What follows belongs to an exercise in optimizing a design on an open flow for small area; a production flow would make more cautious choices. The RTL was checked by simulation tests, not by an equivalence proof against the original design. Power is estimated from default activity; no workload was simulated.

==> flow/design.v <==
module bmp280_spi_uart_v2005
#(
  parameter CLK_HZ = 50000,
  parameter BAUD   = 5000,
  parameter SCK_HZ = 12500
)(
  input  wire clk,
  input  wire rst_n,
  output wire spi_csn,
  output wire spi_sck,
  output wire spi_mosi,
  input  wire spi_miso,
  output wire uart_tx
);
  reg [6:0] g;                  
  wire [5:0] t = g[5:0];
  wire eow = (t == 6'd63);
  reg [6:0] pc;
  reg [7:0] j;
  reg first, f2;
  wire [1:0] cls;
  wire [4:0] xs;
  wire [3:0] ys;
  wire [3:0] ki;
  wire [2:0] msrc;
  wire [3:0] jc;
  wire [1:0] jend;
  wire mmul;
  wire fsub;
  wire clr;
  wire mdiv;
  wire mdve;
  wire md10;
  wire conv;
  wire isT;
  wire [1:0] subm;
  wire dA;
  wire dB;
  wire dC;
  wire dD;
  wire [1:0] bw;
  wire bsx;
  wire tinv;
  wire ltsign;
  wire lnz;
  wire ldsign;
  wire nzg;
  wire [7:0] chr;
  wire [1:0] ctype;
  wire [2:0] spit;
  wire lastpc;
  assign cls[0] = (pc == 7'd1) | (pc == 7'd19) | (pc == 7'd28) | (pc == 7'd29) | (pc == 7'd30) | (pc == 7'd32) | (pc == 7'd34) | (pc == 7'd35) | (pc == 7'd36) | (pc == 7'd105);
  assign cls[1] = (pc == 7'd0) | (pc == 7'd2) | (pc == 7'd3) | (pc == 7'd4) | (pc == 7'd5) | (pc == 7'd6) | (pc == 7'd7) | (pc == 7'd8) | (pc == 7'd9) | (pc == 7'd10) | (pc == 7'd11) | (pc == 7'd12) | (pc == 7'd13) | (pc == 7'd14) | (pc == 7'd15) | (pc == 7'd16) | (pc == 7'd17) | (pc == 7'd18) | (pc == 7'd19) | (pc == 7'd20) | (pc == 7'd21) | (pc == 7'd22) | (pc == 7'd23) | (pc == 7'd24) | (pc == 7'd25) | (pc == 7'd26) | (pc == 7'd27) | (pc == 7'd28) | (pc == 7'd30) | (pc == 7'd32) | (pc == 7'd34) | (pc == 7'd36) | (pc == 7'd85) | (pc == 7'd86) | (pc == 7'd87) | (pc == 7'd88) | (pc == 7'd89) | (pc == 7'd90) | (pc == 7'd91) | (pc == 7'd92) | (pc == 7'd93) | (pc == 7'd94) | (pc == 7'd95) | (pc == 7'd96) | (pc == 7'd97) | (pc == 7'd98) | (pc == 7'd99) | (pc == 7'd100) | (pc == 7'd101) | (pc == 7'd102) | (pc == 7'd103) | (pc == 7'd104);
  assign xs[0] = (pc == 7'd38) | (pc == 7'd39) | (pc == 7'd43) | (pc == 7'd52) | (pc == 7'd57) | (pc == 7'd59) | (pc == 7'd65) | (pc == 7'd66) | (pc == 7'd68) | (pc == 7'd69) | (pc == 7'd71) | (pc == 7'd73) | (pc == 7'd75) | (pc == 7'd78) | (pc == 7'd79) | (pc == 7'd80) | (pc == 7'd81) | (pc == 7'd83);
  assign xs[1] = (pc == 7'd37) | (pc == 7'd41) | (pc == 7'd47) | (pc == 7'd57) | (pc == 7'd65) | (pc == 7'd66) | (pc == 7'd67) | (pc == 7'd68) | (pc == 7'd71) | (pc == 7'd75) | (pc == 7'd77) | (pc == 7'd81) | (pc == 7'd83);
  assign xs[2] = (pc == 7'd41) | (pc == 7'd50) | (pc == 7'd52) | (pc == 7'd54) | (pc == 7'd57) | (pc == 7'd65) | (pc == 7'd67) | (pc == 7'd68) | (pc == 7'd69) | (pc == 7'd71);
  assign xs[3] = (pc == 7'd45) | (pc == 7'd52) | (pc == 7'd54) | (pc == 7'd57) | (pc == 7'd65) | (pc == 7'd67) | (pc == 7'd68) | (pc == 7'd75) | (pc == 7'd77) | (pc == 7'd80);
  assign xs[4] = (pc == 7'd37) | (pc == 7'd38) | (pc == 7'd46) | (pc == 7'd66);
  assign ys[0] = (pc == 7'd19) | (pc == 7'd28) | (pc == 7'd30) | (pc == 7'd32) | (pc == 7'd34) | (pc == 7'd36) | (pc == 7'd37) | (pc == 7'd38) | (pc == 7'd39) | (pc == 7'd42) | (pc == 7'd44) | (pc == 7'd48) | (pc == 7'd51) | (pc == 7'd55) | (pc == 7'd56) | (pc == 7'd57) | (pc == 7'd59) | (pc == 7'd62) | (pc == 7'd65) | (pc == 7'd68) | (pc == 7'd72) | (pc == 7'd74) | (pc == 7'd77) | (pc == 7'd82);
  assign ys[1] = (pc == 7'd19) | (pc == 7'd28) | (pc == 7'd30) | (pc == 7'd32) | (pc == 7'd34) | (pc == 7'd36) | (pc == 7'd40) | (pc == 7'd45) | (pc == 7'd49) | (pc == 7'd52) | (pc == 7'd53) | (pc == 7'd58) | (pc == 7'd60) | (pc == 7'd62) | (pc == 7'd64) | (pc == 7'd66) | (pc == 7'd70) | (pc == 7'd76) | (pc == 7'd78) | (pc == 7'd79) | (pc == 7'd82);
  assign ys[2] = (pc == 7'd19) | (pc == 7'd28) | (pc == 7'd30) | (pc == 7'd32) | (pc == 7'd34) | (pc == 7'd36) | (pc == 7'd37) | (pc == 7'd38) | (pc == 7'd39) | (pc == 7'd44) | (pc == 7'd55) | (pc == 7'd57) | (pc == 7'd61) | (pc == 7'd67) | (pc == 7'd79);
  assign ys[3] = (pc == 7'd46) | (pc == 7'd50) | (pc == 7'd59) | (pc == 7'd66) | (pc == 7'd81) | (pc == 7'd83);
  assign ki[0] = (pc == 7'd40) | (pc == 7'd48) | (pc == 7'd53) | (pc == 7'd55) | (pc == 7'd74) | (pc == 7'd79);
  assign ki[1] = (pc == 7'd44) | (pc == 7'd53) | (pc == 7'd55) | (pc == 7'd57) | (pc == 7'd74) | (pc == 7'd76);
  assign ki[2] = (pc == 7'd48) | (pc == 7'd51) | (pc == 7'd55) | (pc == 7'd57);
  assign ki[3] = (pc == 7'd56) | (pc == 7'd74) | (pc == 7'd76) | (pc == 7'd79);
  assign msrc[0] = (pc == 7'd40) | (pc == 7'd48) | (pc == 7'd51) | (pc == 7'd53) | (pc == 7'd56) | (pc == 7'd62) | (pc == 7'd74) | (pc == 7'd76);
  assign msrc[1] = (pc == 7'd40) | (pc == 7'd48) | (pc == 7'd51) | (pc == 7'd53) | (pc == 7'd56) | (pc == 7'd74) | (pc == 7'd76);
  assign msrc[2] = (pc == 7'd60);
  assign jc[0] = (pc == 7'd2) | (pc == 7'd3) | (pc == 7'd4) | (pc == 7'd5) | (pc == 7'd6) | (pc == 7'd7) | (pc == 7'd8) | (pc == 7'd9) | (pc == 7'd10) | (pc == 7'd11) | (pc == 7'd12) | (pc == 7'd13) | (pc == 7'd14) | (pc == 7'd15) | (pc == 7'd16) | (pc == 7'd17) | (pc == 7'd20) | (pc == 7'd21) | (pc == 7'd22) | (pc == 7'd23) | (pc == 7'd24) | (pc == 7'd25) | (pc == 7'd26) | (pc == 7'd29) | (pc == 7'd39) | (pc == 7'd43) | (pc == 7'd47) | (pc == 7'd48) | (pc == 7'd50) | (pc == 7'd59) | (pc == 7'd61) | (pc == 7'd71) | (pc == 7'd73) | (pc == 7'd75) | (pc == 7'd82) | (pc == 7'd84) | (pc == 7'd85) | (pc == 7'd86) | (pc == 7'd87) | (pc == 7'd88) | (pc == 7'd89) | (pc == 7'd90) | (pc == 7'd91) | (pc == 7'd92) | (pc == 7'd93) | (pc == 7'd94) | (pc == 7'd95) | (pc == 7'd96) | (pc == 7'd97) | (pc == 7'd98) | (pc == 7'd99) | (pc == 7'd100) | (pc == 7'd101) | (pc == 7'd102) | (pc == 7'd103);
  assign jc[1] = (pc == 7'd2) | (pc == 7'd3) | (pc == 7'd4) | (pc == 7'd5) | (pc == 7'd6) | (pc == 7'd7) | (pc == 7'd8) | (pc == 7'd9) | (pc == 7'd10) | (pc == 7'd11) | (pc == 7'd12) | (pc == 7'd13) | (pc == 7'd14) | (pc == 7'd15) | (pc == 7'd16) | (pc == 7'd17) | (pc == 7'd20) | (pc == 7'd21) | (pc == 7'd22) | (pc == 7'd23) | (pc == 7'd24) | (pc == 7'd25) | (pc == 7'd26) | (pc == 7'd35) | (pc == 7'd41) | (pc == 7'd43) | (pc == 7'd48) | (pc == 7'd52) | (pc == 7'd55) | (pc == 7'd61) | (pc == 7'd80) | (pc == 7'd84) | (pc == 7'd85) | (pc == 7'd86) | (pc == 7'd87) | (pc == 7'd88) | (pc == 7'd89) | (pc == 7'd90) | (pc == 7'd91) | (pc == 7'd92) | (pc == 7'd93) | (pc == 7'd94) | (pc == 7'd95) | (pc == 7'd96) | (pc == 7'd97) | (pc == 7'd98) | (pc == 7'd99) | (pc == 7'd100) | (pc == 7'd101) | (pc == 7'd102) | (pc == 7'd103) | (pc == 7'd105);
  assign jc[2] = (pc == 7'd0) | (pc == 7'd2) | (pc == 7'd3) | (pc == 7'd4) | (pc == 7'd5) | (pc == 7'd6) | (pc == 7'd7) | (pc == 7'd8) | (pc == 7'd9) | (pc == 7'd10) | (pc == 7'd11) | (pc == 7'd12) | (pc == 7'd13) | (pc == 7'd14) | (pc == 7'd15) | (pc == 7'd16) | (pc == 7'd17) | (pc == 7'd18) | (pc == 7'd19) | (pc == 7'd20) | (pc == 7'd21) | (pc == 7'd22) | (pc == 7'd23) | (pc == 7'd24) | (pc == 7'd25) | (pc == 7'd26) | (pc == 7'd27) | (pc == 7'd28) | (pc == 7'd29) | (pc == 7'd31) | (pc == 7'd33) | (pc == 7'd34) | (pc == 7'd39) | (pc == 7'd41) | (pc == 7'd43) | (pc == 7'd47) | (pc == 7'd48) | (pc == 7'd50) | (pc == 7'd52) | (pc == 7'd55) | (pc == 7'd59) | (pc == 7'd73) | (pc == 7'd75) | (pc == 7'd85) | (pc == 7'd86) | (pc == 7'd87) | (pc == 7'd88) | (pc == 7'd89) | (pc == 7'd90) | (pc == 7'd91) | (pc == 7'd92) | (pc == 7'd93) | (pc == 7'd94) | (pc == 7'd95) | (pc == 7'd96) | (pc == 7'd97) | (pc == 7'd98) | (pc == 7'd99) | (pc == 7'd100) | (pc == 7'd101) | (pc == 7'd102) | (pc == 7'd103) | (pc == 7'd104);
  assign jc[3] = (pc == 7'd2) | (pc == 7'd3) | (pc == 7'd4) | (pc == 7'd5) | (pc == 7'd6) | (pc == 7'd7) | (pc == 7'd8) | (pc == 7'd9) | (pc == 7'd10) | (pc == 7'd11) | (pc == 7'd12) | (pc == 7'd13) | (pc == 7'd14) | (pc == 7'd15) | (pc == 7'd16) | (pc == 7'd17) | (pc == 7'd20) | (pc == 7'd21) | (pc == 7'd22) | (pc == 7'd23) | (pc == 7'd24) | (pc == 7'd25) | (pc == 7'd26) | (pc == 7'd29) | (pc == 7'd35) | (pc == 7'd57) | (pc == 7'd61) | (pc == 7'd71) | (pc == 7'd85) | (pc == 7'd86) | (pc == 7'd87) | (pc == 7'd88) | (pc == 7'd89) | (pc == 7'd90) | (pc == 7'd91) | (pc == 7'd92) | (pc == 7'd93) | (pc == 7'd94) | (pc == 7'd95) | (pc == 7'd96) | (pc == 7'd97) | (pc == 7'd98) | (pc == 7'd99) | (pc == 7'd100) | (pc == 7'd101) | (pc == 7'd102) | (pc == 7'd103) | (pc == 7'd104) | (pc == 7'd105);
  assign jend[0] = 1'b0;
  assign jend[1] = (pc == 7'd44);
  assign mmul = (pc == 7'd40) | (pc == 7'd42) | (pc == 7'd44) | (pc == 7'd48) | (pc == 7'd49) | (pc == 7'd51) | (pc == 7'd53) | (pc == 7'd56) | (pc == 7'd58) | (pc == 7'd60) | (pc == 7'd72) | (pc == 7'd74) | (pc == 7'd76);
  assign fsub = (pc == 7'd40) | (pc == 7'd42) | (pc == 7'd44) | (pc == 7'd48) | (pc == 7'd49) | (pc == 7'd51) | (pc == 7'd53) | (pc == 7'd56) | (pc == 7'd58) | (pc == 7'd60) | (pc == 7'd72) | (pc == 7'd74) | (pc == 7'd76);
  assign clr = (pc == 7'd40) | (pc == 7'd42) | (pc == 7'd44) | (pc == 7'd48) | (pc == 7'd49) | (pc == 7'd51) | (pc == 7'd53) | (pc == 7'd60) | (pc == 7'd62) | (pc == 7'd72) | (pc == 7'd74) | (pc == 7'd76);
  assign mdiv = (pc == 7'd62);
  assign mdve = (pc == 7'd63);
  assign md10 = (pc == 7'd81) | (pc == 7'd83);
  assign conv = (pc == 7'd80) | (pc == 7'd81) | (pc == 7'd82) | (pc == 7'd83);
  assign isT = (pc == 7'd83);
  assign subm[0] = (pc == 7'd37) | (pc == 7'd38) | (pc == 7'd39) | (pc == 7'd46) | (pc == 7'd64) | (pc == 7'd81) | (pc == 7'd83);
  assign subm[1] = (pc == 7'd61) | (pc == 7'd64);
  assign dA = (pc == 7'd38) | (pc == 7'd40) | (pc == 7'd42) | (pc == 7'd44) | (pc == 7'd45) | (pc == 7'd48) | (pc == 7'd49) | (pc == 7'd51) | (pc == 7'd53) | (pc == 7'd55) | (pc == 7'd56) | (pc == 7'd57) | (pc == 7'd58) | (pc == 7'd59) | (pc == 7'd60) | (pc == 7'd62) | (pc == 7'd65) | (pc == 7'd66) | (pc == 7'd68) | (pc == 7'd70) | (pc == 7'd72) | (pc == 7'd74) | (pc == 7'd76) | (pc == 7'd77) | (pc == 7'd78) | (pc == 7'd79) | (pc == 7'd80) | (pc == 7'd81) | (pc == 7'd82) | (pc == 7'd83);
  assign dB = (pc == 7'd37) | (pc == 7'd43) | (pc == 7'd46) | (pc == 7'd47) | (pc == 7'd67) | (pc == 7'd71) | (pc == 7'd73) | (pc == 7'd75);
  assign dC = (pc == 7'd39) | (pc == 7'd41) | (pc == 7'd48) | (pc == 7'd50) | (pc == 7'd52) | (pc == 7'd56) | (pc == 7'd59) | (pc == 7'd61) | (pc == 7'd64);
  assign dD = (pc == 7'd54) | (pc == 7'd69);
  assign bw[0] = (pc == 7'd37) | (pc == 7'd43) | (pc == 7'd46);
  assign bw[1] = (pc == 7'd47);
  assign bsx = (pc == 7'd42) | (pc == 7'd48) | (pc == 7'd49) | (pc == 7'd51) | (pc == 7'd56) | (pc == 7'd58) | (pc == 7'd65);
  assign tinv = (pc == 7'd82);
  assign ltsign = (pc == 7'd69);
  assign lnz = (pc == 7'd54);
  assign ldsign = (pc == 7'd61);
  assign nzg = (pc == 7'd80);
  assign chr[0] = (pc == 7'd3) | (pc == 7'd9) | (pc == 7'd11) | (pc == 7'd17) | (pc == 7'd20) | (pc == 7'd22) | (pc == 7'd86) | (pc == 7'd87) | (pc == 7'd95) | (pc == 7'd103);
  assign chr[1] = (pc == 7'd2) | (pc == 7'd5) | (pc == 7'd9) | (pc == 7'd13) | (pc == 7'd14) | (pc == 7'd18) | (pc == 7'd27) | (pc == 7'd91) | (pc == 7'd104);
  assign chr[2] = (pc == 7'd3) | (pc == 7'd13) | (pc == 7'd17) | (pc == 7'd21) | (pc == 7'd22) | (pc == 7'd85) | (pc == 7'd86) | (pc == 7'd87) | (pc == 7'd91) | (pc == 7'd95) | (pc == 7'd103);
  assign chr[3] = (pc == 7'd3) | (pc == 7'd6) | (pc == 7'd11) | (pc == 7'd18) | (pc == 7'd20) | (pc == 7'd22) | (pc == 7'd24) | (pc == 7'd27) | (pc == 7'd86) | (pc == 7'd87) | (pc == 7'd91) | (pc == 7'd95) | (pc == 7'd103) | (pc == 7'd104);
  assign chr[4] = (pc == 7'd4) | (pc == 7'd5) | (pc == 7'd6) | (pc == 7'd7) | (pc == 7'd9) | (pc == 7'd10) | (pc == 7'd13) | (pc == 7'd14) | (pc == 7'd15) | (pc == 7'd16) | (pc == 7'd17) | (pc == 7'd22) | (pc == 7'd23) | (pc == 7'd24) | (pc == 7'd85) | (pc == 7'd86) | (pc == 7'd94) | (pc == 7'd95) | (pc == 7'd102);
  assign chr[5] = (pc == 7'd5) | (pc == 7'd6) | (pc == 7'd7) | (pc == 7'd8) | (pc == 7'd12) | (pc == 7'd13) | (pc == 7'd14) | (pc == 7'd15) | (pc == 7'd16) | (pc == 7'd17) | (pc == 7'd22) | (pc == 7'd23) | (pc == 7'd24) | (pc == 7'd86) | (pc == 7'd87) | (pc == 7'd91) | (pc == 7'd93) | (pc == 7'd95);
  assign chr[6] = (pc == 7'd2) | (pc == 7'd3) | (pc == 7'd4) | (pc == 7'd9) | (pc == 7'd10) | (pc == 7'd11) | (pc == 7'd13) | (pc == 7'd20) | (pc == 7'd21) | (pc == 7'd24) | (pc == 7'd85) | (pc == 7'd94) | (pc == 7'd102);
  assign chr[7] = 1'b0;
  assign ctype[0] = (pc == 7'd87) | (pc == 7'd88) | (pc == 7'd89) | (pc == 7'd90) | (pc == 7'd92) | (pc == 7'd96) | (pc == 7'd97) | (pc == 7'd98) | (pc == 7'd99) | (pc == 7'd100) | (pc == 7'd101);
  assign ctype[1] = (pc == 7'd25) | (pc == 7'd26) | (pc == 7'd87);
  assign spit[0] = (pc == 7'd28) | (pc == 7'd32) | (pc == 7'd36);
  assign spit[1] = (pc == 7'd30) | (pc == 7'd32);
  assign spit[2] = (pc == 7'd34) | (pc == 7'd36);
  assign lastpc = (pc == 7'd105);
  wire cbit = ((pc == 7'd46) & ((t == 6'd10) | (t == 6'd12) | (t == 6'd13) | (t == 6'd14) | (t == 6'd15) | (t == 6'd16))) | ((pc == 7'd50) & ((t == 6'd47))) | ((pc == 7'd57) & ((t == 6'd16) | (t == 6'd17) | (t == 6'd18) | (t == 6'd19) | (t == 6'd20) | (t == 6'd21) | (t == 6'd22) | (t == 6'd23) | (t == 6'd24) | (t == 6'd25) | (t == 6'd26) | (t == 6'd27) | (t == 6'd28) | (t == 6'd29) | (t == 6'd30) | (t == 6'd31) | (t == 6'd32) | (t == 6'd33) | (t == 6'd34) | (t == 6'd35) | (t == 6'd36) | (t == 6'd37) | (t == 6'd38) | (t == 6'd39) | (t == 6'd40) | (t == 6'd41) | (t == 6'd42) | (t == 6'd43) | (t == 6'd44) | (t == 6'd45) | (t == 6'd46) | (t == 6'd47) | (t == 6'd48) | (t == 6'd49) | (t == 6'd50) | (t == 6'd51) | (t == 6'd52) | (t == 6'd53) | (t == 6'd54) | (t == 6'd55) | (t == 6'd56) | (t == 6'd57) | (t == 6'd58) | (t == 6'd59) | (t == 6'd60) | (t == 6'd61) | (t == 6'd62) | (t == 6'd63))) | ((pc == 7'd65) & ((t == 6'd10) | (t == 6'd12) | (t == 6'd13) | (t == 6'd14) | (t == 6'd15) | (t == 6'd16))) | ((pc == 7'd68) & ((t == 6'd8)));
  reg [7:0] jsn;
  always @* case (jc)
    4'd0: jsn = 8'd0;
    4'd1: jsn = 8'd3;
    4'd2: jsn = 8'd5;
    4'd3: jsn = 8'd11;
    4'd4: jsn = 8'd15;
    4'd5: jsn = 8'd16;
    4'd6: jsn = 8'd17;
    4'd7: jsn = 8'd33;
    4'd8: jsn = 8'd35;
    4'd9: jsn = 8'd52;
    4'd10: jsn = 8'd55;
    4'd11: jsn = 8'd64;
    4'd12: jsn = 8'd75;
    4'd13: jsn = 8'd199;
    default: jsn = j;    
  endcase
  reg [63:0] A, B, C;
  reg [31:0] D;                 
  reg [191:0] KR;               
  reg Aprev, sxf, ks, mcap, m, cy, q1, q2, c5, rsign, dsign, tsign, nz, z0;
  reg [2:0] r5;
  reg [3:0] dg;
  wire isALU  = (cls == 2'd0);
  wire isCHAR = (cls == 2'd2);
  wire isSPI  = (cls == 2'd3);
  wire raw    = (spit == 3'd5);
  wire bitend = raw ? eow : (t[4:0] == 5'd31);
  wire sbits  = isSPI;
  assign spi_csn = ~sbits;
  assign spi_sck = sbits & (raw ? t[5] : t[4]);
  reg [7:0] cmdb, datb; reg [4:0] cmdpos;
  always @* begin
    case (spit)
      3'd0: begin cmdb = 8'hD0; datb = 8'h00; cmdpos = 5'd1;  end
      3'd1: begin cmdb = 8'h60; datb = 8'hB6; cmdpos = 5'd1;  end
      3'd2: begin cmdb = 8'h88; datb = 8'h00; cmdpos = 5'd24; end
      3'd3: begin cmdb = 8'h74; datb = 8'h27; cmdpos = 5'd1;  end
      3'd4: begin cmdb = 8'h75; datb = 8'h00; cmdpos = 5'd1;  end
      default: begin cmdb = 8'hF7; datb = 8'h00; cmdpos = 5'd6; end
    endcase
  end
  assign spi_mosi = (j[7:3] == cmdpos) ? cmdb[j[2:0]] : ((j[7:3] == 5'd0) ? datb[j[2:0]] : 1'b0);
  wire calw = sbits & ((spit == 3'd0) | (spit == 3'd2)) & ~(j[7] & j[6]) & t[4] & (t[3:0] == {~j[3], j[2:0]});
  wire rawt = sbits & raw & (t == j[5:0] + 6'd13);
  wire rawA = rawt & (j[7:3] < 5'd3);                          
  wire rawB = rawt & ((j[7:3] == 5'd5) | (j[7:3] == 5'd4) | (j[7:3] == 5'd3));    
  wire last = (j == (jend[1] ? 8'd12 : 8'd0));
  reg adv;
  always @* begin
    adv = 1'b0;
    case (cls)
      2'd0, 2'd1: adv = eow & last;
      2'd2: adv = (g == 7'd127);
      default: adv = bitend & (j == 8'd0);    
    endcase
  end
  always @(posedge clk or negedge rst_n) begin
    if (!rst_n) begin
      g <= 7'd0; pc <= 7'd0;
    end else begin
      g <= g + 7'd1;
      if (adv) pc <= lastpc ? 7'd36 : pc + 7'd1;
    end
  end
  always @(posedge clk) begin : seq
      case (cls)
        2'd0, 2'd1: if (eow & ~last) j <= j - 8'd1;
        2'd2: if ((g == 7'd63) & (ctype[1] ^ ctype[0])) j <= j - 8'd1;    
        default: if (bitend) j <= j - 8'd1;
      endcase
      if (adv) begin
        j <= jsn; first <= 1'b1; f2 <= 1'b0;
      end else if (eow) begin first <= 1'b0; f2 <= first; end
  end
  wire [11:0] kout;
  genvar gi;
  generate for (gi = 0; gi < 12; gi = gi + 1) begin : kr
    assign kout[gi] = KR[16*gi+15];
    wire we = calw & (j[7:4] == (4'd11 - gi));
    always @(posedge clk) KR[16*gi +: 16] <= {KR[16*gi +: 15], we ? spi_miso : KR[16*gi+15]};
  end endgenerate
  wire ko  = kout[ki];
  wire ksg = (ki != 4'd0) & (ki != 4'd3);      
  wire lo16 = (t[5:4] == 2'b00);
  wire kst = lo16 ? ko : (ksg & ks);
  wire muldiv = mmul | mdiv;
  wire [4:0] xe = muldiv ? ((f2 & clr) ? 5'd0 : 5'd2) : xs;
  wire setup = muldiv & first;           
  reg xr, xm;
  always @* begin
    case (xe)
      5'd1:  xr = A[63];
      5'd2:  xr = (t == 6'd0) ? (mdiv & m) : Aprev;
      5'd3:  xr = A[62];
      5'd4:  xr = A[55];
      5'd5:  xr = A[54];
      5'd6:  xr = A[52];
      5'd7:  xr = A[50];
      5'd8:  xr = A[49];
      5'd9:  xr = A[47];
      5'd10: xr = A[44];
      5'd11: xr = A[38];
      5'd12: xr = A[30];
      5'd13: xr = A[11];
      5'd14: xr = A[1];
      5'd15: xr = cbit;
      5'd16: xr = (t[5] == 1'b0) ? A[63] : sxf;
      5'd17: xr = A[43];
      5'd18: xr = A[42];
      5'd19: xr = (t == 6'd0) ? 1'b0 : Aprev;
      default: xr = 1'b0;
    endcase
    case (xe)
      5'd3:  xm = (t == 6'd63);
      5'd4:  xm = (t >= 6'd56);
      5'd7:  xm = (t >= 6'd51);
      5'd9:  xm = t[5] | ~nz;
      5'd10: xm = (t >= 6'd45);
      5'd11: xm = (t >= 6'd39);
      5'd12: xm = (t >= 6'd31);
      5'd13: xm = (t < 6'd12);
      5'd14: xm = (t < 6'd2);
      5'd17: xm = (t >= 6'd17);
      5'd18: xm = (t >= 6'd16);
      5'd19: xm = (t >= 6'd33);
      default: xm = 1'b0;
    endcase
  end
  wire X = xr & ~xm;
  wire tiv = tinv & tsign;
  wire dgs = (t == 6'd0) ? dg[1] : (t == 6'd1) ? dg[2] : (t == 6'd2) ? dg[3] : 1'b0;
  reg yr;
  always @* case (ys)
    4'd1: yr = (bsx & (t > 6'd32)) ? sxf : B[63];
    4'd2: yr = C[63];
    4'd3: yr = ~t[5] & (D[31] ^ tiv);
    4'd4: yr = A[63];
    4'd5: yr = kst;
    4'd6: yr = (t < 6'd12) ? 1'b0 : (t < 6'd28) ? KR[16*9+11] : ks;
    4'd7: yr = spi_miso;
    4'd8: yr = md10 ? dgs : cbit;
    4'd9: yr = (t >= 6'd31) & (t <= 6'd50) & B[53];
    4'd10: yr = (t >= 6'd33) & (t <= 6'd40) & B[63];
    default: yr = 1'b0;
  endcase
  reg sub;
  always @* begin
    if (mmul) sub = f2 & fsub;
    else if (mdiv) sub = f2 | ~rsign;
    else case (subm) 2'd1: sub = 1'b1; 2'd2: sub = rsign; 2'd3: sub = dsign; default: sub = 1'b0; endcase
  end
  wire yg  = mmul ? (yr & m) : yr;
  wire Y   = yg ^ sub;
  wire cin = (t == 6'd0) ? (sub | tiv) : cy;
  wire Z   = X ^ Y ^ cin;
  wire q   = Z ^ q2 ^ c5;
  wire W   = md10 ? q : Z;
  wire [2:0] msel = msrc;
  wire [7:0] jn = j - 8'd1;
  reg mbit;
  wire c3125 = (t == 6'd0) | (t == 6'd1) | (t == 6'd3) | (t == 6'd6) | (t == 6'd7) | (t == 6'd8) | (t == 6'd9) | (t == 6'd12) | (t == 6'd13) | (t == 6'd14) | (t == 6'd15);
  always @* case (msel)
    3'd0: mbit = (bsx & (t > 6'd32)) ? sxf : B[63]; 3'd1: mbit = C[63]; 3'd3: mbit = kst; default: mbit = c3125;
  endcase
  wire capt = (t == jn[5:0]);
  wire digst = isALU & md10 & (t[5:2] == (isT ? {2'b10, ~j[1:0]} : {1'b0, ~j[2:0]}));
  wire qwr   = isALU & ((mdiv & ~first & ~f2 & (t == j[5:0] + 6'd1)) | (mdve & (t == 6'd0)));
  wire bwin  = (bw == 2'd0) | ((bw == 2'd1) & (t <= 6'd32)) | ((bw == 2'd2) & (t >= 6'd33) & (t <= 6'd40));
  wire weA = (isALU & dA & ~setup) | rawA;
  wire weB = (isALU & dB & bwin) | digst | rawB;
  wire weC = (isALU & dC & ~setup) | qwr;
  wire weD = isALU & dD & ~t[5];
  always @(posedge clk) begin
    A  <= {A[62:0], weA ? W : A[63]};
    B  <= {B[62:0], weB ? (digst ? dg[t[1:0]] : W) : B[63]};
    C  <= {C[62:0], weC ? (qwr ? ~rsign : W) : C[63]};
    D  <= {D[30:0], weD ? W : D[31]};
  end
  reg [2:0] r5n; reg [2:0] wt;
  wire [3:0] r5s = {1'b0, r5} + {1'b0, wt};
  always @* begin
    case (t[1:0]) 2'd0: wt = 3'd1; 2'd1: wt = 3'd2; 2'd2: wt = 3'd4; default: wt = 3'd3; endcase
    if (t == 6'd0) r5n = {2'b00, W};
    else if (!W) r5n = r5;
    else r5n = r5s[3:0] >= 4'd5 ? r5s - 4'd5 : r5s[2:0];
  end
  wire [3:0] crt = (r5[0] == z0) ? {1'b0, r5} : ({1'b0, r5} + 4'd5);
  always @(posedge clk) begin
    Aprev <= A[63];
    cy <= (X & Y) | (X & cin) | (Y & cin);
    if (eow) begin q1 <= 1'b0; q2 <= 1'b0; c5 <= 1'b0; end
    else begin q1 <= q; q2 <= q1; c5 <= (q & q2) | (q & c5) | (q2 & c5); end
    if (bsx ? (t == 6'd32) : (t == 6'd31)) sxf <= bsx ? B[63] : A[63];
    if (t == 6'd15) ks <= ko;
    if (capt) mcap <= mbit;
    if (eow) m <= (jn[5:0] == 6'd63) ? mbit : mcap;
    if (eow) rsign <= W;
    if (isALU & ldsign & (t == 6'd0)) dsign <= rsign;
    if (isALU & ltsign & (t == 6'd31)) tsign <= W;
    if (isALU & lnz) nz <= (t == 6'd0) ? W : (nz | W);
    r5 <= r5n;
    if (t == 6'd0) z0 <= W;
    if (isALU & conv & eow) dg <= crt;
    else if (isCHAR & g[6] & (t[5:2] == j[3:0])) dg <= {(j[3:2] == 2'b11) ? kout[11] : B[63], dg[3:1]};
  end
  reg [2:0] bidx;
  always @* begin
    if (g < 7'd24) bidx = 3'd0;
    else if (g < 7'd35) bidx = 3'd1;
    else if (g < 7'd46) bidx = 3'd2;
    else if (g < 7'd57) bidx = 3'd3;
    else if (g < 7'd68) bidx = 3'd4;
    else if (g < 7'd79) bidx = 3'd5;
    else if (g < 7'd90) bidx = 3'd6;
    else bidx = 3'd7;
  end
  wire hexa = dg[3] & (dg[2] | dg[1]);
  wire [7:0] chv = (ctype == 2'd1 || (ctype == 2'd2 && !hexa)) ? {4'h3, dg} :
                   (ctype == 2'd2) ? {4'h4, dg + 4'd7} : chr;
  wire emit = isCHAR & ~((ctype == 2'd3) & ~tsign) & (pc != 7'd0);
  wire ustart = (g < 7'd13);
  wire ustop  = (g >= 7'd101);
  assign uart_tx = ~emit | (~ustart & (ustop | chv[bidx]));
endmodule
==> flow/flow/run.sh <==
#!/bin/bash
# Own layout flow:
#  1. the standard synthesis (standard.sh synth), unchanged;
#  2. its combinational logic re-mapped for area with a stronger ABC script
#     (resynth.ys, opt.abc); every register instance is kept as it is, same
#     name and cell;
#  3. the standard layout from that netlist, with clock tree synthesis
#     using clkbuf_4 clusters and no dummy loads.
# Each tool's output goes to a log file of its own in this folder.
set -euo pipefail
W=$PWD
R=$W/orfs/results/$FLOW_PLATFORM/bmp280_spi_uart_v2005/base
L=$W/orfs/logs/$FLOW_PLATFORM/bmp280_spi_uart_v2005/base
bash standard.sh synth > log_1_standard_synth.txt 2>&1
cp "$R/1_2_yosys.v" "$W/synth_standard.v"
LIB=$FLOW_HOME/platforms/$FLOW_PLATFORM/lib/sky130_fd_sc_hd__tt_025C_1v80.lib
DU=$(grep -o -- '-dont_use [A-Za-z0-9_]*' "$L/1_2_yosys.log" | sort -u | tr '\n' ' ')
YOSYS=$FLOW_HOME/../tools/install/yosys/bin/yosys
[ -x "$YOSYS" ] || YOSYS=yosys
sed -e "s|@LIB@|$LIB|g" -e "s|@DU@|$DU|g" -e "s|@IN@|$W/synth_standard.v|g" \
    -e "s|@OUT@|$W/synth_resynth.v|g" -e "s|@ABC@|$W/flow/opt.abc|g" -e "s|@TOP@|$FLOW_TOP|g" \
    flow/resynth.ys > "$W/resynth_run.ys"
"$YOSYS" -s "$W/resynth_run.ys" > log_2_resynth.txt 2>&1
cp "$W/synth_resynth.v" "$R/1_2_yosys.v"
rm -f "$R/1_synth.odb" "$R/1_synth.sdc"
bash standard.sh "CTS_ARGS=-sink_clustering_enable -repair_clock_nets -dont_use_dummy_load -buf_list sky130_fd_sc_hd__clkbuf_4 -sink_clustering_size 12 -sink_clustering_max_diameter 30" finish > log_3_standard_layout.txt 2>&1
==> flow/flow/opt.abc <==
&get -n
&deepsyn -T 60
&put
dch -f
amap
strash
dch -f
amap
topo
==> flow/flow/resynth.ys <==
# Re-map the combinational logic of the standard synthesis netlist for area.
# Register cells are kept as hierarchy (not flattened), so every register
# instance keeps its name and cell type.
read_liberty -ignore_miss_func @LIB@
read_verilog @IN@
hierarchy -top @TOP@
setattr -mod -set keep_hierarchy 1 sky130_fd_sc_hd__df* sky130_fd_sc_hd__edf* sky130_fd_sc_hd__sdf* sky130_fd_sc_hd__dl* sky130_fd_sc_hd__conb*
flatten
opt_clean
abc -liberty @LIB@ @DU@ -script @ABC@ @TOP@
opt_clean -purge
splitnets
opt_clean -purge
hilomap -singleton -hicell sky130_fd_sc_hd__conb_1 HI -locell sky130_fd_sc_hd__conb_1 LO
select @TOP@
stat -liberty @LIB@
write_verilog -noattr -nohex -nodec -selected @OUT@
==> flow/standard.sh <==
#!/bin/bash
# synth_recipe.tcl (not shown) runs the flow's synth.tcl, then flattens the netlist and writes it again
# the make line also repeats each setting of config.mk as NAME=value (left out here)
make -C /OpenROAD-flow-scripts/flow DESIGN_CONFIG=/design/flow/config.mk WORK_HOME=/design/flow/orfs CLKGATE_MAP_FILE= SYNTH_SCRIPT=/design/flow/synth_recipe.tcl "${@:-finish}"
==> flow/config.mk <==
export PLATFORM = sky130hd
export DESIGN_NAME = bmp280_spi_uart_v2005
export DESIGN_NICKNAME = bmp280_spi_uart_v2005
export VERILOG_FILES = /design/flow/design.v
export SDC_FILE = /design/flow/constraint.sdc
export NUM_CORES = 8
export LEC_CHECK = 0
export ABC_AREA = 1
export CAP_MARGIN = 20
export CORE_MARGIN = 2
export CORE_UTILIZATION = 55
export GPL_TIMING_DRIVEN = 0
export PLACE_DENSITY = 0.7
export SLEW_MARGIN = 20
export SYNTH_MEMORY_MAX_BITS = 16384
==> flow/constraint.sdc <==
create_clock -name core_clock -period 1000.0 [get_ports {clk}]
set_input_delay 200.0000 -clock core_clock [delete_from_list [all_inputs] [get_ports {clk}]]
set_output_delay 200.0000 -clock core_clock [all_outputs]
set_load 0.01 [all_outputs]
==> results of run 1 <==
## final cells by class
type | count | area share, %
multi-input cells | 640 | 23.4
clock buffers | 57 | 3.03
inverters | 102 | 2.71
diodes | 3 | 0.0532
repair buffers | 7 | 0.532
flip-flops and latches | 461 | 67.4
well taps | 319 | 2.83
## sequential cells by signal, summed over array words and instances (netlist names), 3 cells and up, named ones only
| name | flops |
|---|---|
| KR | 192 |
| A | 64 |
| B | 64 |
| C | 64 |
| D | 32 |
| j | 8 |
| g | 7 |
| pc | 7 |
| dg | 4 |
| r5 | 3 |
## per-stage QoR
stage | instance area, um2 | total power, mW | cells | hold slack (ns) | setup WS (ns)
final | 14100 | 0.0263 | 1589 | 0.290 | 791.75
after global placement | 13700 | 0.0189 | 1528 | 0.310 | 792.21
after detailed placement | 13700 | 0.0189 | 1529 | 0.312 | 792.79
after global routing | 14100 | 0.0273 | 1588 | 0.219 | 791.70
after floorplan | 13200 | 0.0189 | 1203 | 0.310 | 796.24
after CTS | 14100 | 0.0265 | 1586 | 0.249 | 792.08
## per-layer routing
layer	part of all wire (%)	vias to the layer above	global-route usage (%)
li1	-	4293	-
met1	44	4344	38.9
met2	43	475	42.1
met3	9.2	111	6.84
met4	4.1	4	12.3
met5	0.060	-	0
## power breakdown
| part | internal (mW) | switching, mW | total, mW |
|---|---|---|---|
| clock | 0.00260 | 0.00518 | 0.00778 |
| combinational | 0.00000782 | 0.0000225 | 0.0000314 |
| sequential | 0.0185 | 0 | 0.0185 |
| total | 0.0211 | 0.00521 | 0.0263 |
## worst max-delay path by stage
stage	from	to	slack, ns	cells after the start
5_1_grt	pc[1]	uart_tx	791.70	22
3_5_place_dp	pc[1]	uart_tx	792.79	22
6_report	pc[1]	uart_tx	791.75	22
4_1_cts	pc[1]	uart_tx	792.08	22
3_3_place_gp	pc[1]	uart_tx	792.21	18
2_1_floorplan	pc[1]	uart_tx	796.24	21
==> impl_summary.txt, run 1 <==
----------------------------------------------------
[Min path]
  Hold Path Cell Cnt ... 0
  Worst hold path endpoint ... C[10]
  Hold/Removal Path Class ... reg -> reg
  Critical hold path startpoint ... C[9]

[Setup path]
  Slowest-stage cell, CP ... sky130_fd_sc_hd__dfrtp_1
  Worst flop-to-flop path startpoint ... pc[1]
  R2r endpoint ... r5[2]
  CP delay by family, top ... buffers and inverters
  Worst path bufs/invs ... 6
  Worst setup path category ... reg -> out
  Delay of the slowest critical-path stage ... 0.87 ns
  Worst Reg2Reg Path Length in Cells ... 25
  CP cell instances ... clkinv_1 -> nor2_1 -> clkinv_1 -> nor2_1 -> clkinv_1 -> o21ai_0 -> clkinv_1 -> nand2_1 -> clkinv_1 -> nand3_1 -> nor2_1 -> o21a_1 -> nor3_1 -> a2111oi_0 -> o22ai_1 -> nor2_1 -> a21oi_1 -> a21oi_1 -> o21ai_0 -> o311ai_0 -> o2111ai_1 -> clkdlybuf4s50_1
  Required arrival time at the worst endpoint ... 800.00 ns
  Cell with the most instances on the worst path ... sky130_fd_sc_hd__clkinv_1
  Crit path capture type ... output port
  Critical path data arrival time ... 8.25 ns
  Reg-to-reg setup timing slack ... approximately 1000 ns
  Nature of the critical path startpoint ... register
  Biggest fanout along the worst timing path ... 16

[Routing]
  DRC ... 0
  Length of the first detailed-routing pass in iterations ... 6
  Aggregate routed wire length ... between 30000 and 40000 um
  Remaining antenna violation count ... 0
  Number of DRC markers after the initial detailed-route iteration ... between 1000 and 1500
  Vias after detailed routing ... between 9000 and 10000
  Routed length per placed instance ... 22.2 um
  Detail-routed via count per cell ... 5.81

[Timing]
  Hold violation total from the final report ... 0
  Post-layout minimum cycle time ... 208.25 ns
  Final number of max-transition violations ... 0
  Crit share post-route ... 20.8%
  Actual slew at the worst max-slew pin ... 1.19 ns
  Upper clock frequency limit ... 4.80 MHz
  Unrepaired setup endpoints after global routing ... false
  Number of setup violations in the final report ... 0
  Clock skew ... 0.0703 ns
  Worst max-slew margin expressed relative to the limit ... 18.7%
  Final sum of negative setup slack ... 0 ns

[Finish]
  Share of the core filled with cells ... 60.0%
  Sequential standard cell area ... between 9000 and 10000 um2
  Fillcell total ... between 1500 and 2000
  NumNets Final ... 1272
  Layout Area Growth over Synthesis ... 7.00%
  Fraction of final layout cells with drive strength greater than 1 ... approximately 4.8%
  Most common cell after layout, fill and taps aside ... sky130_fd_sc_hd__dfxtp_1
  Commonest cells after routing, fill and taps aside ... sky130_fd_sc_hd__dfxtp_1 (425), sky130_fd_sc_hd__nor2_1 (213), sky130_fd_sc_hd__clkinv_1 (102), sky130_fd_sc_hd__o21ai_0 (79), sky130_fd_sc_hd__nand2_1 (66)
  Area occupied by multi-input gates ... 3310 um2

[Die]
  Initial core utilization ... 56.1%
  Area inside the core boundary ... 23500 um2
  Height of the die ... 159 um
  Num ports ... 7
  Die area ... 25300 um2
  Horizontal die dimension ... roughly 160 um
  Row count ... 56

[Placement]
  Count of input and output buffers ... 6
  Gp weighted congestion ... 1.03
  HPWL after detailed placement ... 25500 um

[Synthesis]
  Number of instances in the synthesized netlist ... 1203
  Total nets after synthesis ... 1206
  Avg Cell Area, Syn ... 11.0 um2
  Post-Synthesis Cell Area ... 13200 um2
  Synth warn ... 1

[Pwr]
  Power density cells ... 1.86 nW/um2
  Static leakage ... 5.18 nW
  Worst supply voltage drop on vdd ... ~1.5 uV

[Global route]
  Vias in the first global route ... 9079
  Initial antenna violation count ... 3
  Largest net degree at the start of global routing ... 21
  Global-route wire length before repair ... 53600 um
  Global router's overall resource usage ... 28.0%
  Grt total ovfl ... 0

[Clock network]
  CTS tree ... built
  Resized cells post-CTS ... 0
  Insertion delay to the later sink of the worst-skew pair ... about 0.7 ns
  Clock root buffer ... sky130_fd_sc_hd__clkbuf_4
  CTS HTree Levels ... 2
  CTS clk-pin slew, worst paths ... 0.08 ns
  Post-CTS Setup Repair Bufs ... 0
  Clock Tree Buf Depth ... 3
  Post-CTS Hold Fix Bufs ... 0
  Clock tree sinks ... between 400 and 500
  CTS Buf Count ... 57

[Flow run]
  Max-Cap Viols ... 0

[Status]
  Status ... complete, no violations

----------------------------------------------------
==> run 2: changes to the inputs <==
--- a/flow/flow/run.sh
+++ b/flow/flow/run.sh
@@ -23,4 +23,4 @@
 "$YOSYS" -s "$W/resynth_run.ys" > log_2_resynth.txt 2>&1
 cp "$W/synth_resynth.v" "$R/1_2_yosys.v"
 rm -f "$R/1_synth.odb" "$R/1_synth.sdc"
-bash standard.sh "CTS_ARGS=-sink_clustering_enable -repair_clock_nets -dont_use_dummy_load -buf_list sky130_fd_sc_hd__clkbuf_4 -sink_clustering_size 12 -sink_clustering_max_diameter 30" finish > log_3_standard_layout.txt 2>&1
+bash standard.sh "CTS_ARGS=-sink_clustering_enable -repair_clock_nets -dont_use_dummy_load -buf_list sky130_fd_sc_hd__clkbuf_4 -sink_clustering_size 10 -sink_clustering_max_diameter 35" finish > log_3_standard_layout.txt 2>&1
==> flow/flow/opt.abc (replaced) <==
&get -n
&deepsyn -T 300
&put
dch -f
amap
strash
dch -f
amap
topo
==> impl_summary.txt, run 2 <==
----------------------------------------------------
[Status]
  Status ... complete, no violations

[Clock network]
  CTS tree ... built
  Clock root buffer ... sky130_fd_sc_hd__clkbuf_4
  Clock Tree Buf Depth ... 3
  CTS Buf Count ... between 50 and 60
  CTS HTree Levels ... 2
  Insertion delay to the later sink of the worst-skew pair ... 0.72 ns
  CTS clk-pin slew, worst paths ... 0.10 ns
  Post-CTS Hold Fix Bufs ... 0
  Post-CTS Setup Repair Bufs ... 0
  Clock tree sinks ... 461
  Resized cells post-CTS ... 0

[Placement]
  Gp weighted congestion ... 0.996
  Count of input and output buffers ... 6
  Placed cells ... 1488
  HPWL after detailed placement ... 24800 um

[Global route]
  Vias in the first global route ... 8575
  Largest net degree at the start of global routing ... 23
  Global router's overall resource usage ... ~28%
  Grt total ovfl ... 0
  Initial antenna violation count ... 2
  Global-route wire length before repair ... 51300 um

[Routing]
  Length of the first detailed-routing pass in iterations ... 5
  Detail-routed via count per cell ... 5.80
  DRC ... 0
  Number of DRC markers after the initial detailed-route iteration ... a little over 800
  Routed length per placed instance ... between 20 and 25 um
  Remaining antenna violation count ... 0
  Vias after detailed routing ... 8966
  Aggregate routed wire length ... ~34000 um

[Finish]
  Most common cell after layout, fill and taps aside ... sky130_fd_sc_hd__dfxtp_1
  Fillcell total ... 1901
  NumNets Final ... 1232
  Number of flip-flops in the largest register ... 192
  Largest register by flop count ... KR
  Final Instance Count excl. Fillers ... 1547
  Share of the core filled with cells ... between 50% and 60%
  Layout Area Growth over Synthesis ... 6.99%
  Fraction of final layout cells with drive strength greater than 1 ... 4.89%
  Commonest cells after routing, fill and taps aside ... sky130_fd_sc_hd__dfxtp_1 (425), sky130_fd_sc_hd__nor2_1 (193), sky130_fd_sc_hd__clkinv_1 (102), sky130_fd_sc_hd__o21ai_0 (73), sky130_fd_sc_hd__clkbuf_4 (58)

[Setup path]
  Worst path bufs/invs ... 2
  R2r endpoint ... r5[2]
  Worst setup path category ... reg -> out
  Cell with the most instances on the worst path ... sky130_fd_sc_hd__nor2_1
  Biggest fanout along the worst timing path ... 22
  CP delay by family, top ... compound AO/OA/AOI/OAI gates
  Critical path data arrival time ... 7.34 ns
  Crit path capture type ... output port
  Reg-to-reg setup timing slack ... 990.29 ns
  CP cell instances ... clkinv_1 -> nor2_1 -> nor2_1 -> nor2_1 -> nand2_1 -> a211oi_1 -> a31oi_1 -> o21a_1 -> o211ai_1 -> and2_0 -> a22oi_1 -> o31ai_1 -> nand3_1 -> o21ai_0 -> clkdlybuf4s50_1
  Slowest-stage cell, CP ... sky130_fd_sc_hd__dfrtp_1
  Delay of the slowest critical-path stage ... around 0.97 ns
  Required arrival time at the worst endpoint ... roughly 800 ns
  Worst Reg2Reg Path Length in Cells ... 28
  Worst flop-to-flop path startpoint ... pc[0]
  Nature of the critical path startpoint ... register

[Pwr]
  Reg power frac ... 70.1%
  Clock network fraction of total power ... 29.8%
  Switch share ... 19.8%
  Final Total Pwr ... between 0.02 and 0.03 mW
  Worst supply voltage drop on vdd ... 1.66 uV
  Power density cells ... between 1.5 and 2 nW/um2
  Share of power burned in combinational logic ... 0.1%
  Switching power summed over all nets ... 0.00522 mW
  Static leakage ... 5.12 nW
  Cell-internal power ... 0.0211 mW

[Die]
  Num ports ... 7
  Row count ... 56
  Height of the die ... 158 um
  Area inside the core boundary ... ~23000 um2
  Horizontal die dimension ... 158 um
  Initial core utilization ... a little under three fifths
  Die area ... between 20000 and 25000 um2

[Timing]
  Worst hold slack ... 0.294 ns
  Crit share post-route ... 20.7%
  Clock skew ... 0.100 ns
  Hold violation total from the final report ... 0
  Final number of max-transition violations ... 0
  Final sum of negative setup slack ... 0 ns
  Worst max-slew margin expressed relative to the limit ... between 20% and 30%
  Upper clock frequency limit ... 4.82 MHz
  Number of setup violations in the final report ... 0
  Unrepaired setup endpoints after global routing ... false
  Post-layout minimum cycle time ... 207.34 ns
  Actual slew at the worst max-slew pin ... 1.06 ns

[Synthesis]
  Number of instances in the synthesized netlist ... approximately 1200
  Synth warn ... 1
  Post-Synthesis Cell Area ... approximately 13000 um2
  Total nets after synthesis ... 1166
  Avg Cell Area, Syn ... 11.2 um2

[Min path]
  Hold Path Cell Cnt ... 0
  Critical hold path startpoint ... KR[188]
  Worst hold path endpoint ... KR[189]
  Hold/Removal Path Class ... reg -> reg

[Flow run]
  Max-Cap Viols ... 0

----------------------------------------------------
-- run 2: through the flow --
step | area [um2] | worst slack, ns
2_1_floorplan | 13000 | 796.55
3_3_place_gp | 13500 | 793.44
3_5_place_dp | 13500 | 793.72
4_1_cts | 13900 | 792.96
5_1_grt | 13900 | 792.41
6_report | 13900 | 792.66
-- run 2: worst max-delay path by stage --
stage / from / end / slack (ns) / cells past startpoint
final: pc[0] / spi_sck / 792.66 / 15
after global routing: pc[0] / spi_sck / 792.41 / 15
after CTS: pc[0] / spi_sck / 792.96 / 15
after detailed placement: pc[0] / spi_sck / 793.72 / 15
after global placement: pc[0] / spi_sck / 793.44 / 15
after floorplan: pc[0] / uart_tx / 796.55 / 15
-- run 2: power groups by stage --
| stage | Clock, mW | Sequential (mW) | Combinational [mW] |
|---|---|---|---|
| after floorplan | 0 | 0.0189 | 0.00000458 |
| after global placement | 0 | 0.0189 | 0.0000291 |
| after detailed placement | 0 | 0.0189 | 0.0000290 |
| after CTS | 0.00815 | 0.0185 | 0.0000292 |
| after global routing | 0.00880 | 0.0185 | 0.0000314 |
| final | 0.00785 | 0.0185 | 0.0000280 |
-- run 2: per-layer routing --
metal / up-vias / wire (um) / GRT usage (%)
met4: 0 / 1780 / 14.4
met3: 118 / 2830 / 5.94
met1: 4266 / 14400 / 37.9
met5: - / 0 / 0
met2: 440 / 15200 / 42.6
li1: 4142 / - / -
-- run 2: worst reg2reg max path, delay by kind of cell, from the launching register on --
| family | cells | cell delay (ns) |
|---|---|---|
| compound gates | 14 | 4.32 |
| simple gates | 11 | 2.56 |
| flops | 1 | 0.97 |
| buf+inv | 3 | 1.78 |
-- run 2: layout make-up --
cell class                      count  area (um2)  share of cell area, %
Timing Repair Buffer                6        60.1                  0.432
Clock buffer                       58         435                   3.13
Antenna cell                        1        2.50                 0.0180
Inverter                          102         383                   2.75
Tap cell                          319         399                   2.87
Sequential cell                   461        9520                   68.4
Multi-Input combinational cell    600        3110                   22.4
==> run 3: changes to the inputs <==
==> flow/flow/run.sh (replaced) <==
#!/bin/bash
# Own layout flow:
#  1. the standard synthesis (standard.sh synth), unchanged;
#  2. its combinational logic re-mapped for area with a stronger ABC script
#     (resynth.ys, opt.abc: ABC's &deepsyn, tried with four random seeds in
#     parallel, the smallest result kept); every register instance is kept as
#     it is, same name and cell;
#  3. the standard layout from that netlist, with clock tree synthesis
#     using clkbuf_4 clusters and no dummy loads.
# Each tool's output goes to a log file of its own in this folder.
set -euo pipefail
W=$PWD
R=$W/orfs/results/$FLOW_PLATFORM/bmp280_spi_uart_v2005/base
L=$W/orfs/logs/$FLOW_PLATFORM/bmp280_spi_uart_v2005/base
bash standard.sh synth > log_1_standard_synth.txt 2>&1
cp "$R/1_2_yosys.v" "$W/synth_standard.v"
LIB=$FLOW_HOME/platforms/$FLOW_PLATFORM/lib/sky130_fd_sc_hd__tt_025C_1v80.lib
DU=$(grep -o -- '-dont_use [A-Za-z0-9_]*' "$L/1_2_yosys.log" | sort -u | tr '\n' ' ')
YOSYS=$FLOW_HOME/../tools/install/yosys/bin/yosys
[ -x "$YOSYS" ] || YOSYS=yosys
for s in 0 1 2 3; do
  sed -e "s|@SEED@|$s|g" flow/opt.abc > "$W/opt_$s.abc"
  sed -e "s|@LIB@|$LIB|g" -e "s|@DU@|$DU|g" -e "s|@IN@|$W/synth_standard.v|g" \
      -e "s|@OUT@|$W/synth_resynth_$s.v|g" -e "s|@ABC@|$W/opt_$s.abc|g" -e "s|@TOP@|$FLOW_TOP|g" \
      flow/resynth.ys > "$W/resynth_run_$s.ys"
  "$YOSYS" -s "$W/resynth_run_$s.ys" > "log_2_resynth_$s.txt" 2>&1 &
done
wait
best=""; bestarea=""
for s in 0 1 2 3; do
  a=$(grep 'Chip area' "log_2_resynth_$s.txt" | tail -1 | awk '{print $NF}')
  echo "seed $s area $a" >> log_2_resynth_pick.txt
  if [ -n "$a" ] && [ -s "$W/synth_resynth_$s.v" ]; then
    if [ -z "$best" ] || awk "BEGIN{exit !($a < $bestarea)}"; then best=$s; bestarea=$a; fi
  fi
done
echo "picked seed $best area $bestarea" >> log_2_resynth_pick.txt
cp "$W/synth_resynth_$best.v" "$R/1_2_yosys.v"
rm -f "$R/1_synth.odb" "$R/1_synth.sdc"
bash standard.sh "CTS_ARGS=-sink_clustering_enable -repair_clock_nets -dont_use_dummy_load -buf_list sky130_fd_sc_hd__clkbuf_4 -sink_clustering_size 10 -sink_clustering_max_diameter 35" finish > log_3_standard_layout.txt 2>&1
==> flow/flow/opt.abc (replaced) <==
&get -n
&deepsyn -T 300 -S @SEED@
&put
dch -f
amap
strash
dch -f
amap
topo
==> impl_summary.txt, run 3 <==
----------------------------------------------------
[Status]
  Status ... complete, no violations

[Min path]
  Hold/Removal Path Class ... reg -> reg

[Finish]
  Most common cell after layout, fill and taps aside ... sky130_fd_sc_hd__dfxtp_1
  NumNets Final ... 1236
  Number of flip-flops in the largest register ... 192
  Largest register by flop count ... KR
  Fraction of final layout cells with drive strength greater than 1 ... 4.87%
  Commonest cells after routing, fill and taps aside ... sky130_fd_sc_hd__dfxtp_1 (425), sky130_fd_sc_hd__nor2_1 (179), sky130_fd_sc_hd__clkinv_1 (116), sky130_fd_sc_hd__nand2_1 (63), sky130_fd_sc_hd__o21ai_0 (63)
  Layout Area Growth over Synthesis ... 7.03%

[Routing]
  Detail-routed via count per cell ... between 5 and 6
  DRC ... 0
  Number of DRC markers after the initial detailed-route iteration ... 893
  Remaining antenna violation count ... 0
  Aggregate routed wire length ... 36000 um
  Routed length per placed instance ... 23.2 um
  Vias after detailed routing ... between 9000 and 10000
  Length of the first detailed-routing pass in iterations ... 8

[Setup path]
  Worst setup path category ... reg -> out
  Biggest fanout along the worst timing path ... 16
  Crit path capture type ... output port
  Required arrival time at the worst endpoint ... 800.00 ns
  Critical path data arrival time ... 7.25 ns
  Nature of the critical path startpoint ... register

[Clock network]
  CTS clk-pin slew, worst paths ... 0.10 ns
  CTS Buf Count ... 59
  Post-CTS Setup Repair Bufs ... 0
  Clock root buffer ... sky130_fd_sc_hd__clkbuf_4
  Post-CTS Hold Fix Bufs ... 0
  CTS HTree Levels ... 2
  Insertion delay to the later sink of the worst-skew pair ... 0.75 ns
  Resized cells post-CTS ... 0
  CTS tree ... built
  Clock Tree Buf Depth ... 3
  Clock tree sinks ... 461

[Die]
  Die area ... between 20000 and 25000 um2
  Initial core utilization ... 55.7%
  Num ports ... 7
  Area inside the core boundary ... 23400 um2
  Horizontal die dimension ... 158 um
  Row count ... 56
  Height of the die ... roughly 160 um

[Pwr]
  Power density cells ... between 1.5 and 2 nW/um2
  Worst supply voltage drop on vdd ... 1.34 uV
  Static leakage ... ~5.2 nW

[Timing]
  Final critical-path setup slack ... roughly 790 ns
  Worst hold slack ... between 0.2 and 0.3 ns
  Actual slew at the worst max-slew pin ... about 1.0 ns
  Upper clock frequency limit ... 4.83 MHz
  Crit share post-route ... 20.7%
  Hold violation total from the final report ... 0
  Post-layout minimum cycle time ... approximately 210 ns
  Unrepaired setup endpoints after global routing ... false
  Clock skew ... 0.140 ns
  Worst max-slew margin expressed relative to the limit ... a little under a third
  Final number of max-transition violations ... 0
  Final sum of negative setup slack ... 0 ns
  Number of setup violations in the final report ... 0

[Flow run]
  Max-Cap Viols ... 0

[Global route]
  Grt total ovfl ... 0
  Initial antenna violation count ... 2
  Met3 Track Usage GR ... 6.95%
  Vias in the first global route ... 8720
  Global-route met2 utilization ... 46.4%
  Met1 capacity usage during global routing ... 38.6%
  Gr busiest metal ... met2
  Global router's overall resource usage ... between 20% and 30%
  Global-route wire length before repair ... 53100 um
  Largest net degree at the start of global routing ... 22

[Synthesis]
  Number of instances in the synthesized netlist ... around 1200
  Synth warn ... 1
  Avg Cell Area, Syn ... 11.2 um2
  Post-Synthesis Cell Area ... between 10000 and 15000 um2
  Total nets after synthesis ... 1169

[Placement]
  Post-placement worst setup slack ... between 700 and 800 ns
  Count of input and output buffers ... 6
  HPWL after detailed placement ... 26800 um
  Gp weighted congestion ... 1.08

----------------------------------------------------
## run 3: cell type report
class                   count  area, um2
well taps                 319        399
fillers                  1963       9450
flip-flops and latches    461       9520
clock buffers              59        443
inverters                 116        435
multi-input cells         589       3090
diodes                      2       5.00
repair buffers              6       60.1
## run 3: routing by layer
metal	up-vias	share of wire (%)
met5	-	0
met3	105	8.3
met1	4272	42
met4	0	4.5
met2	473	45
li1	4160	-
## run 3: per-stage QoR
step	power (mW)	utilization (%)	area, um2	instances
finish	0.0264	59.6	14000	1552
global route	0.0274	59.6	13900	1551
CTS	0.0267	59.6	13900	1550
detailed placement	0.0189	57.7	13500	1491
global placement	0.0189	57.7	13500	1491
floorplan	0.0189	-	13000	1166
## run 3: path summary, 6_finish.rpt
check / from / end / cells after the start / slack (ns)
setup reg to reg: pc[4] / r5[2] / 30 / 990.23
min in group asynchronous: rst_n / pc[4] / 1 / 199.72
setup / recovery: pc[4] / uart_tx / 17 / 792.75
hold reg to reg: KR[60] / KR[61] / 0 / 0.27
hold / removal: KR[60] / KR[61] / 0 / 0.27
max in group asynchronous: rst_n / g[1] / 1 / 799.61
## run 3: worst max-delay path: stages (launching register included)
cell and delay, ns:
sky130_fd_sc_hd__dfrtp_1 0.89, sky130_fd_sc_hd__clkinv_1 0.83, sky130_fd_sc_hd__o221ai_1 1.01, sky130_fd_sc_hd__clkinv_1 0.32, sky130_fd_sc_hd__o21ai_0 0.30, sky130_fd_sc_hd__clkinv_1 0.23
sky130_fd_sc_hd__a41oi_1 0.33, sky130_fd_sc_hd__o21ai_0 0.24, sky130_fd_sc_hd__nor2_1 0.38, sky130_fd_sc_hd__or2_0 0.23, sky130_fd_sc_hd__o22ai_1 0.14, sky130_fd_sc_hd__nand2_1 0.10
sky130_fd_sc_hd__nand2_1 0.23, sky130_fd_sc_hd__nor2_1 0.18, sky130_fd_sc_hd__clkinv_1 0.17, sky130_fd_sc_hd__nor3_1 0.21, sky130_fd_sc_hd__o21ai_0 0.17, sky130_fd_sc_hd__clkdlybuf4s50_1 0.52
## run 3: where the power goes
group          switching [mW]  internal, mW
Clock                 0.00522       0.00269
Sequential                  0        0.0185
Combinational       0.0000253    0.00000818
==> run 4: changes to the inputs <==
--- a/flow/design.v
+++ b/flow/design.v
@@ -131,7 +131,7 @@
   reg [63:0] A, B, C;
   reg [31:0] D;                 
   reg [191:0] KR;               
-  reg Aprev, sxf, ks, mcap, m, cy, q1, q2, c5, rsign, dsign, tsign, nz, z0;
+  reg Aprev, sxf, ks, mcap, m, cy, c5, rsign, sgn, nz;
   reg [2:0] r5;
   reg [3:0] dg;
   wire isALU  = (cls == 2'd0);
@@ -241,7 +241,7 @@
     endcase
   end
   wire X = xr & ~xm;
-  wire tiv = tinv & tsign;
+  wire tiv = tinv & sgn;
   wire dgs = (t == 6'd0) ? dg[1] : (t == 6'd1) ? dg[2] : (t == 6'd2) ? dg[3] : 1'b0;
   reg yr;
   always @* case (ys)
@@ -261,13 +261,13 @@
   always @* begin
     if (mmul) sub = f2 & fsub;
     else if (mdiv) sub = f2 | ~rsign;
-    else case (subm) 2'd1: sub = 1'b1; 2'd2: sub = rsign; 2'd3: sub = dsign; default: sub = 1'b0; endcase
+    else case (subm) 2'd1: sub = 1'b1; 2'd2: sub = rsign; 2'd3: sub = sgn; default: sub = 1'b0; endcase
   end
   wire yg  = mmul ? (yr & m) : yr;
   wire Y   = yg ^ sub;
   wire cin = (t == 6'd0) ? (sub | tiv) : cy;
   wire Z   = X ^ Y ^ cin;
-  wire q   = Z ^ q2 ^ c5;
+  wire q   = Z ^ A[1] ^ c5;
   wire W   = md10 ? q : Z;
   wire [2:0] msel = msrc;
   wire [7:0] jn = j - 8'd1;
@@ -298,22 +298,20 @@
     else if (!W) r5n = r5;
     else r5n = r5s[3:0] >= 4'd5 ? r5s - 4'd5 : r5s[2:0];
   end
-  wire [3:0] crt = (r5[0] == z0) ? {1'b0, r5} : ({1'b0, r5} + 4'd5);
+  wire [3:0] crt = (r5[0] == A[62]) ? {1'b0, r5} : ({1'b0, r5} + 4'd5);
   always @(posedge clk) begin
     Aprev <= A[63];
     cy <= (X & Y) | (X & cin) | (Y & cin);
-    if (eow) begin q1 <= 1'b0; q2 <= 1'b0; c5 <= 1'b0; end
-    else begin q1 <= q; q2 <= q1; c5 <= (q & q2) | (q & c5) | (q2 & c5); end
+    c5 <= ~eow & ((q & A[1]) | (q & c5) | (A[1] & c5));
     if (bsx ? (t == 6'd32) : (t == 6'd31)) sxf <= bsx ? B[63] : A[63];
     if (t == 6'd15) ks <= ko;
     if (capt) mcap <= mbit;
     if (eow) m <= (jn[5:0] == 6'd63) ? mbit : mcap;
     if (eow) rsign <= W;
-    if (isALU & ldsign & (t == 6'd0)) dsign <= rsign;
-    if (isALU & ltsign & (t == 6'd31)) tsign <= W;
+    if (isALU & ldsign & (t == 6'd0)) sgn <= rsign;
+    else if (isALU & ltsign & (t == 6'd31)) sgn <= W;
     if (isALU & lnz) nz <= (t == 6'd0) ? W : (nz | W);
     r5 <= r5n;
-    if (t == 6'd0) z0 <= W;
     if (isALU & conv & eow) dg <= crt;
     else if (isCHAR & g[6] & (t[5:2] == j[3:0])) dg <= {(j[3:2] == 2'b11) ? kout[11] : B[63], dg[3:1]};
   end
@@ -331,7 +329,7 @@
   wire hexa = dg[3] & (dg[2] | dg[1]);
   wire [7:0] chv = (ctype == 2'd1 || (ctype == 2'd2 && !hexa)) ? {4'h3, dg} :
                    (ctype == 2'd2) ? {4'h4, dg + 4'd7} : chr;
-  wire emit = isCHAR & ~((ctype == 2'd3) & ~tsign) & (pc != 7'd0);
+  wire emit = isCHAR & ~((ctype == 2'd3) & ~sgn) & (pc != 7'd0);
   wire ustart = (g < 7'd13);
   wire ustop  = (g >= 7'd101);
   assign uart_tx = ~emit | (~ustart & (ustop | chv[bidx]));
==> impl_summary.txt, run 4 <==
----------------------------------------------------
[Status]
  Status ... complete, no violations

[Setup path]
  Delay of the slowest critical-path stage ... 0.91 ns
  Worst setup path category ... reg -> out
  Worst path bufs/invs ... 3
  Worst flop-to-flop path startpoint ... pc[4]
  Number of cells on the critical path ... 18
  Critical Path Sink ... uart_tx
  Start point of the critical path ... pc[0]
  Critical path data arrival time ... about 7.3 ns
  Reg-to-reg setup timing slack ... just under 1000 ns
  Biggest fanout along the worst timing path ... 16
  R2r endpoint ... r5[2]
  Nature of the critical path startpoint ... register
  Slowest-stage cell, CP ... sky130_fd_sc_hd__a221oi_1
  Crit path capture type ... output port

[Finish]
  Most common cell after layout, fill and taps aside ... sky130_fd_sc_hd__dfxtp_1
  Final Instance Count excl. Fillers ... 1538
  Fillcell total ... 2000
  NumNets Final ... ~1200
  Commonest cells after routing, fill and taps aside ... sky130_fd_sc_hd__dfxtp_1 (423), sky130_fd_sc_hd__nor2_1 (174), sky130_fd_sc_hd__clkinv_1 (108), sky130_fd_sc_hd__o21ai_0 (81), sky130_fd_sc_hd__a21oi_1 (61)
  Number of flip-flops in the largest register ... 192
  Layout Area Growth over Synthesis ... 6.96%
  Fraction of final layout cells with drive strength greater than 1 ... 4.76%

[Synthesis]
  Total nets after synthesis ... 1157
  Avg Cell Area, Syn ... 11.2 um2
  Post-Synthesis Cell Area ... about 13000 um2
  Synth warn ... 1

[Die]
  Die area ... 24700 um2
  Height of the die ... 157 um
  Initial core utilization ... 55.4%
  Num ports ... 7
  Area inside the core boundary ... 23300 um2
  Row count ... 56
  Horizontal die dimension ... ~160 um

[Timing]
  Worst max-slew margin expressed relative to the limit ... 22.6%
  Final number of max-transition violations ... 0
  Final sum of negative setup slack ... 0 ns
  Crit share post-route ... 20.7%
  Hold violation total from the final report ... 0
  Upper clock frequency limit ... 4.83 MHz
  Post-layout minimum cycle time ... 207.25 ns
  Actual slew at the worst max-slew pin ... between 1 and 1.5 ns
  Unrepaired setup endpoints after global routing ... false

[Global route]
  Vias in the first global route ... 8441
  Initial antenna violation count ... 2
  Largest net degree at the start of global routing ... 24
  Grt total ovfl ... 0
  Global-route wire length before repair ... 49900 um

[Placement]
  Gp weighted congestion ... 0.970
  Placed cells ... ~1500
  Count of input and output buffers ... 6

[Clock network]
  Insertion delay to the later sink of the worst-skew pair ... 0.70 ns
  Post-CTS Setup Repair Bufs ... 0
  Clock tree sinks ... 457
  CTS Buf Count ... 58
  Clock root buffer ... sky130_fd_sc_hd__clkbuf_4
  Post-CTS Hold Fix Bufs ... 0
  Resized cells post-CTS ... 0
  CTS tree ... built
  Clock Tree Buf Depth ... 3

[Pwr]
  Final Total Pwr ... 0.0261 mW
  Power density cells ... about 1.9 nW/um2
  Static leakage ... slightly above 5 nW

[Routing]
  Number of DRC markers after the initial detailed-route iteration ... 1078
  Aggregate routed wire length ... 33000 um
  Vias after detailed routing ... approximately 9000
  Detail-routed via count per cell ... 5.78
  Routed length per placed instance ... ~21 um
  Length of the first detailed-routing pass in iterations ... 6

[Min path]
  Hold/Removal Path Class ... reg -> reg

[Flow run]
  Max-Cap Viols ... 0

----------------------------------------------------
## run 4: cell type report
type	count	area, um2	share of cell area, %
multi-input cells	589	3060	22.2
diodes	1	2.50	0.0182
flip-flops and latches	457	9420	68.3
clock buffers	58	435	3.16
well taps	319	399	2.90
repair buffers	6	60.1	0.436
inverters	108	405	2.94
## run 4: stage by stage
step           utilization (%)  cell area (um2)  hold slack, ns  setup WS, ns
2_1_floorplan                -            12900           0.310        796.44
3_3_place_gp              57.4            13300           0.310        793.64
3_5_place_dp              57.4            13300           0.312        793.77
4_1_cts                   59.2            13800           0.286        793.02
5_1_grt                   59.3            13800           0.259        792.48
6_report                  59.3            13800           0.294        792.75
## run 4: power breakdown
| part | leakage, nW | internal (mW) | total [mW] | switching [mW] |
|---|---|---|---|---|
| Combinational | 1.02 | 0.00000795 | 0.0000348 | 0.0000259 |
| Sequential | 3.76 | 0.0183 | 0.0183 | 0 |
| Clock | 0.267 | 0.00265 | 0.00778 | 0.00513 |
## run 4: how the worst min path moves through the flow
| stage | start | endpoint | depth (start not counted) | slack (ns) |
|---|---|---|---|---|
| 2_1_floorplan | A[9] | A[10] | 0 | 0.31 |
| 3_3_place_gp | KR[100] | KR[101] | 0 | 0.31 |
| 3_5_place_dp | B[17] | B[18] | 0 | 0.31 |
| 4_1_cts | KR[176] | KR[177] | 0 | 0.29 |
| 5_1_grt | KR[176] | KR[177] | 0 | 0.26 |
| 6_report | KR[131] | KR[132] | 0 | 0.29 |
## run 4: metal layers
layer | vias up | track usage [%] | share of wire, %
met4 | 2 | 11.9 | 4.1
met3 | 106 | 5.67 | 8.7
li1 | 4122 | - | -
met2 | 467 | 41.5 | 44
met1 | 4198 | 37.9 | 44
met5 | - | 0 | 0.033
## run 4: worst register-to-register path, delay by kind of cell, from the launching register on
kind	cells	cell delay, ns
compound gates	14	3.54
flops	1	0.67
buf+inv	5	1.54
simple gates	11	2.16

## separate check: timing with driven ports
In the flow no input, the clock included, has a driving cell. The finished layouts below were timed again as built, in two steps.
Step 1: set_driving_cell puts a clkbuf_16 on clk and a buf_2 on each other input, an assumption about the parent block.
Step 2 also shifts input and output timing later by t, the mid clock arrival at the registers, as if the neighbouring blocks saw the same clock.
Three values: no drivers, after step 1, after step 2; two values: the first two.
| run | shift t [ns] | slack for setup (ns) |
|---|---|---|
| run 1 | 0.718 | 791.750 / 791.706 / 792.424 |
| run 2 | 0.715 | 792.657 / 792.615 / 793.330 |
| run 3 | 0.719 | 792.752 / 792.710 / 793.429 |
| run 4 | 0.708 | 792.747 / 792.707 / 793.414 |
After both steps every run listed still meets setup and hold.
